What follows belongs to an exercise in optimizing a design on an open flow for small area, a short achievable clock period and few clock cycles; a production flow would make more cautious choices.
No activity file was given, so power comes from the tool's default toggle rates.

Setup of the baseline:
==> module single_cycle, before the edit <==
module single_cycle #(
    parameter integer W = 8
) (
    input  wire [W-1:0] x,
    input  wire [W-1:0] y,
    output wire [W:0]   sum
);
  localparam integer L = $clog2(W);
  wire [W*(L+1)-1:0] g;
  wire [W*(L+1)-1:0] p;
  assign g[W-1:0] = x & y;
  assign p[W-1:0] = x ^ y;
  genvar k, i;
  generate
    for (k = 0; k < L; k = k + 1) begin : level
      for (i = 0; i < W; i = i + 1) begin : bit_
        if ((i >> k) & 1) begin : merge
          localparam integer J = ((i >> k) << k) - 1;
          assign g[(k+1)*W + i] = g[k*W + i] | (p[k*W + i] & g[k*W + J]);
          assign p[(k+1)*W + i] = p[k*W + i] & p[k*W + J];
        end else begin : pass
          assign g[(k+1)*W + i] = g[k*W + i];
          assign p[(k+1)*W + i] = p[k*W + i];
        end
      end
    end
  endgenerate
  wire [W:0] c = {g[L*W +: W], 1'b0};
  assign sum = {c[W], p[W-1:0] ^ c[W-1:0]};
endmodule
==> module tinyalu, before the edit <==
module tinyalu (
    input  wire  [7:0] A,
    input  wire  [7:0] B,
    input  wire        clk,
    input  wire  [2:0] op,
    input  wire        reset_n,
    input  wire        start,
    output wire        done,
    output wire [15:0] result
);
  reg [15:0] acc;
  reg [2:0]  rem;      
  reg        done_r;
  wire idle = (rem == 3'd0);
  wire two  = (rem[2] | rem[1]) & ~(acc[1] & acc[0]);
  wire [7:0] x   = !idle ? acc[15:8] : (op[2] ? A & {8{B[0]}} : B);
  wire       mA  = idle ? ~op[2] : acc[0];
  wire       m2A = idle ? (op[2] & B[1]) : (two & acc[1]);
  wire [8:0] y   = ({1'b0, A} & {9{mA}}) | ({A, 1'b0} & {9{m2A}});
  wire [9:0] s;
  single_cycle #(.W(9)) add (.x({1'b0, x}), .y(y), .sum(s));
  always @(posedge clk) begin
    if (!idle)
      acc <= two ? {s, acc[7:2]} : {s[8:0], acc[7:1]};
    else if (op[2])
      acc <= {s, B[7:2]};
    else if (!op[1])
      acc <= {7'h00, s[8:0]};
    else if (op[0])
      acc <= {8'h00, A ^ B};
    else
      acc <= {8'h00, A & B};
  end
  wire [2:0] rem_next = rem - {1'b0, two, ~two};
  always @(posedge clk or negedge reset_n) begin
    if (!reset_n) begin
      rem    <= 3'd0;
      done_r <= 1'b0;
    end else if (!idle) begin
      rem    <= rem_next;
      done_r <= (rem_next == 3'd0);
    end else begin
      rem    <= (start && op[2] && !done_r) ? 3'd6 : 3'd0;
      done_r <= start && !op[2] && (op[1:0] != 2'b00) && !done_r;
    end
  end
  assign done   = done_r;
  assign result = acc;
endmodule
==> flow/config.mk <==
export PLATFORM = sky130hd
export DESIGN_NAME = tinyalu
export DESIGN_NICKNAME = tinyalu
export VERILOG_FILES = /design/flow/design.v
export SDC_FILE = /design/flow/constraint.sdc
export NUM_CORES = 4
export LEC_CHECK = 0
export ABC_AREA = 1
export CAP_MARGIN = 20
export CORE_MARGIN = 2
export CORE_UTILIZATION = 40
export PLACE_DENSITY = 0.6
export SETUP_SLACK_MARGIN = 2.5
export SLEW_MARGIN = 20
==> flow/constraint.sdc <==
create_clock -name core_clock -period 5.0 [get_ports {clk}]
set_input_delay 1.0000 -clock core_clock [delete_from_list [all_inputs] [get_ports {clk}]]
set_output_delay 1.0000 -clock core_clock [all_outputs]
set_load 0.01 [all_outputs]
standard.sh (not shown) runs the stock make flow with config.mk's settings and CLKGATE_MAP_FILE= SYNTH_SCRIPT=/design/flow/synth_recipe.tcl, a recipe that flattens the netlist after the stock synthesis.
==> flow/flow/run.sh <==
#!/bin/bash
# Layout flow: the standard ORFS flow (standard.sh, which runs the
# standard synthesis script) with two changes:
#  - the ports get plain buf_1 buffers instead of the delay cells that
#    buffer_ports picks by default;
#  - the half/full adder cells are added to the platform's don't-use list,
#    so that ABC maps the adders as ordinary gates.
# ORFS's own logs go to orfs/logs/; make's output goes to run_standard.log.
set -euo pipefail
export BUFFER_PORTS_ARGS="-buffer_cell sky130_fd_sc_hd__buf_1"
PLATFORM_DONT_USE="sky130_fd_sc_hd__probe_p_8 sky130_fd_sc_hd__probec_p_8 sky130_fd_sc_hd__lpflow_bleeder_1 sky130_fd_sc_hd__lpflow_clkbufkapwr_1 sky130_fd_sc_hd__lpflow_clkbufkapwr_16 sky130_fd_sc_hd__lpflow_clkbufkapwr_2 sky130_fd_sc_hd__lpflow_clkbufkapwr_4 sky130_fd_sc_hd__lpflow_clkbufkapwr_8 sky130_fd_sc_hd__lpflow_clkinvkapwr_1 sky130_fd_sc_hd__lpflow_clkinvkapwr_16 sky130_fd_sc_hd__lpflow_clkinvkapwr_2 sky130_fd_sc_hd__lpflow_clkinvkapwr_4 sky130_fd_sc_hd__lpflow_clkinvkapwr_8 sky130_fd_sc_hd__lpflow_decapkapwr_12 sky130_fd_sc_hd__lpflow_decapkapwr_3 sky130_fd_sc_hd__lpflow_decapkapwr_4 sky130_fd_sc_hd__lpflow_decapkapwr_6 sky130_fd_sc_hd__lpflow_decapkapwr_8 sky130_fd_sc_hd__lpflow_inputiso0n_1 sky130_fd_sc_hd__lpflow_inputiso0p_1 sky130_fd_sc_hd__lpflow_inputiso1n_1 sky130_fd_sc_hd__lpflow_inputiso1p_1 sky130_fd_sc_hd__lpflow_inputisolatch_1 sky130_fd_sc_hd__lpflow_isobufsrc_1 sky130_fd_sc_hd__lpflow_isobufsrc_16 sky130_fd_sc_hd__lpflow_isobufsrc_2 sky130_fd_sc_hd__lpflow_isobufsrc_4 sky130_fd_sc_hd__lpflow_isobufsrc_8 sky130_fd_sc_hd__lpflow_isobufsrckapwr_16 sky130_fd_sc_hd__lpflow_lsbuf_lh_hl_isowell_tap_1 sky130_fd_sc_hd__lpflow_lsbuf_lh_hl_isowell_tap_2 sky130_fd_sc_hd__lpflow_lsbuf_lh_hl_isowell_tap_4 sky130_fd_sc_hd__lpflow_lsbuf_lh_isowell_4 sky130_fd_sc_hd__lpflow_lsbuf_lh_isowell_tap_1 sky130_fd_sc_hd__lpflow_lsbuf_lh_isowell_tap_2 sky130_fd_sc_hd__lpflow_lsbuf_lh_isowell_tap_4 "
ADDERS="sky130_fd_sc_hd__ha_1 sky130_fd_sc_hd__ha_2 sky130_fd_sc_hd__ha_4 sky130_fd_sc_hd__fa_1 sky130_fd_sc_hd__fa_2 sky130_fd_sc_hd__fa_4"
bash standard.sh "DONT_USE_CELLS=$PLATFORM_DONT_USE $ADDERS" finish > run_standard.log 2>&1
diff inputs: the baseline => the candidate
==> flow/design.v <==
module tinyalu (
    input  wire  [7:0] A,
    input  wire  [7:0] B,
    input  wire        clk,
    input  wire  [2:0] op,
    input  wire        reset_n,
    input  wire        start,
    output wire        done,
    output wire [15:0] result
);
  reg [15:0] acc;
  reg [1:0]  cnt;      
  reg        done_r;
  wire idle = (cnt == 2'd0);
  wire [7:0] h  = idle ? (op[2] ? 8'h00 : B) : acc[15:8];
  wire [1:0] mb = idle ? (op[2] ? B[1:0] : 2'b01) : acc[1:0];
  wire [9:0] s  = {2'b00, h} + {2'b00, A & {8{mb[0]}}} + {1'b0, A & {8{mb[1]}}, 1'b0};
  wire [5:0] lo = idle ? B[7:2] : acc[7:2];
  always @(posedge clk) begin
    if (!idle || op[2])
      acc <= {s, lo};
    else if (!op[1])
      acc <= {7'h00, s[8:0]};
    else if (op[0])
      acc <= {8'h00, A ^ B};
    else
      acc <= {8'h00, A & B};
  end
  always @(posedge clk or negedge reset_n) begin
    if (!reset_n) begin
      cnt    <= 2'd0;
      done_r <= 1'b0;
    end else if (!idle) begin
      cnt    <= cnt - 2'd1;
      done_r <= (cnt == 2'd1);
    end else begin
      cnt    <= (start && op[2] && !done_r) ? 2'd3 : 2'd0;
      done_r <= start && !op[2] && (op[1:0] != 2'b00) && !done_r;
    end
  end
  assign done   = done_r;
  assign result = acc;
endmodule
Results
The candidate reached the end of the flow, and the finished layout is clean on the timing, design-rule and antenna checks. The lower met1 demand-to-capacity share in global routing came out of the baseline. Hold slack deteriorates in the candidate relative to the baseline. Run comparison: the baseline destination of the critical timing path acc[6]; the candidate destination of the critical timing path acc[12]. When the final numbers for the candidate and the baseline were put side by side, the number of ordinary and repair buffers in the finished layout turned out to be smaller in the baseline. The candidate and the baseline ended up with nearly the same setup slack of the critical path after layout. Between the candidate and the baseline, it is the candidate whose detailed-route vias per instance is lower, by 0.17. Compared to the baseline, the routing of the candidate uses more wire. Between the candidate and the baseline, the via count is lower for the baseline. The candidate vs the baseline — xor and xnor fraction of the mapped netlist area rose 0.88 points. The candidate ended with more netlist area before placement than the baseline. The candidate ended up with a lower area fraction in compound gates after synthesis than the baseline did. The candidate -> the baseline: post-route fraction of the period consumed by the critical path flat. In the candidate, the net switching power came out 0.14 mW above the value in the baseline. [compare] base=the baseline new=the candidate: horizontal die dimension now larger, total non-filler cell area in the finished layout now larger.
No run of this note included a check of the RTL's function; only the layout flow was run.

port drivers added, routing unchanged:
How much do the figures lean on ideal ports? The routed layouts below were timed once more, with nothing changed but the port constraints.
Step 1: set_driving_cell puts a clkbuf_16 on clk and a buf_2 on each other input, an assumption about the parent block.
Step 2 moves the port delays by t, midway between the first and last clock arrival at a register: inputs arrive t later, outputs are due t later. That takes back most of the time a late clock gives input paths.
a / b / c = ideal ports / drivers / drivers and shift; a / b = the first two.
| run | t, ns | setup WS [ns] | clock arrival spread, ns | worst register clock-pin slew, ns |
|---|---|---|---|---|
| the baseline | 0.289 | 2.600 / 2.587 / 2.298 | 0.008 / 0.008 | 0.09 / 0.09 |
| the candidate | 0.293 | 2.597 / 2.570 / 2.277 | 0.008 / 0.008 | 0.09 / 0.09 |
After both steps setup and hold are still met in every run listed. The setup slack of the candidate, which loses most, moves by -0.027 ns with the drivers and by -0.320 ns with both steps.
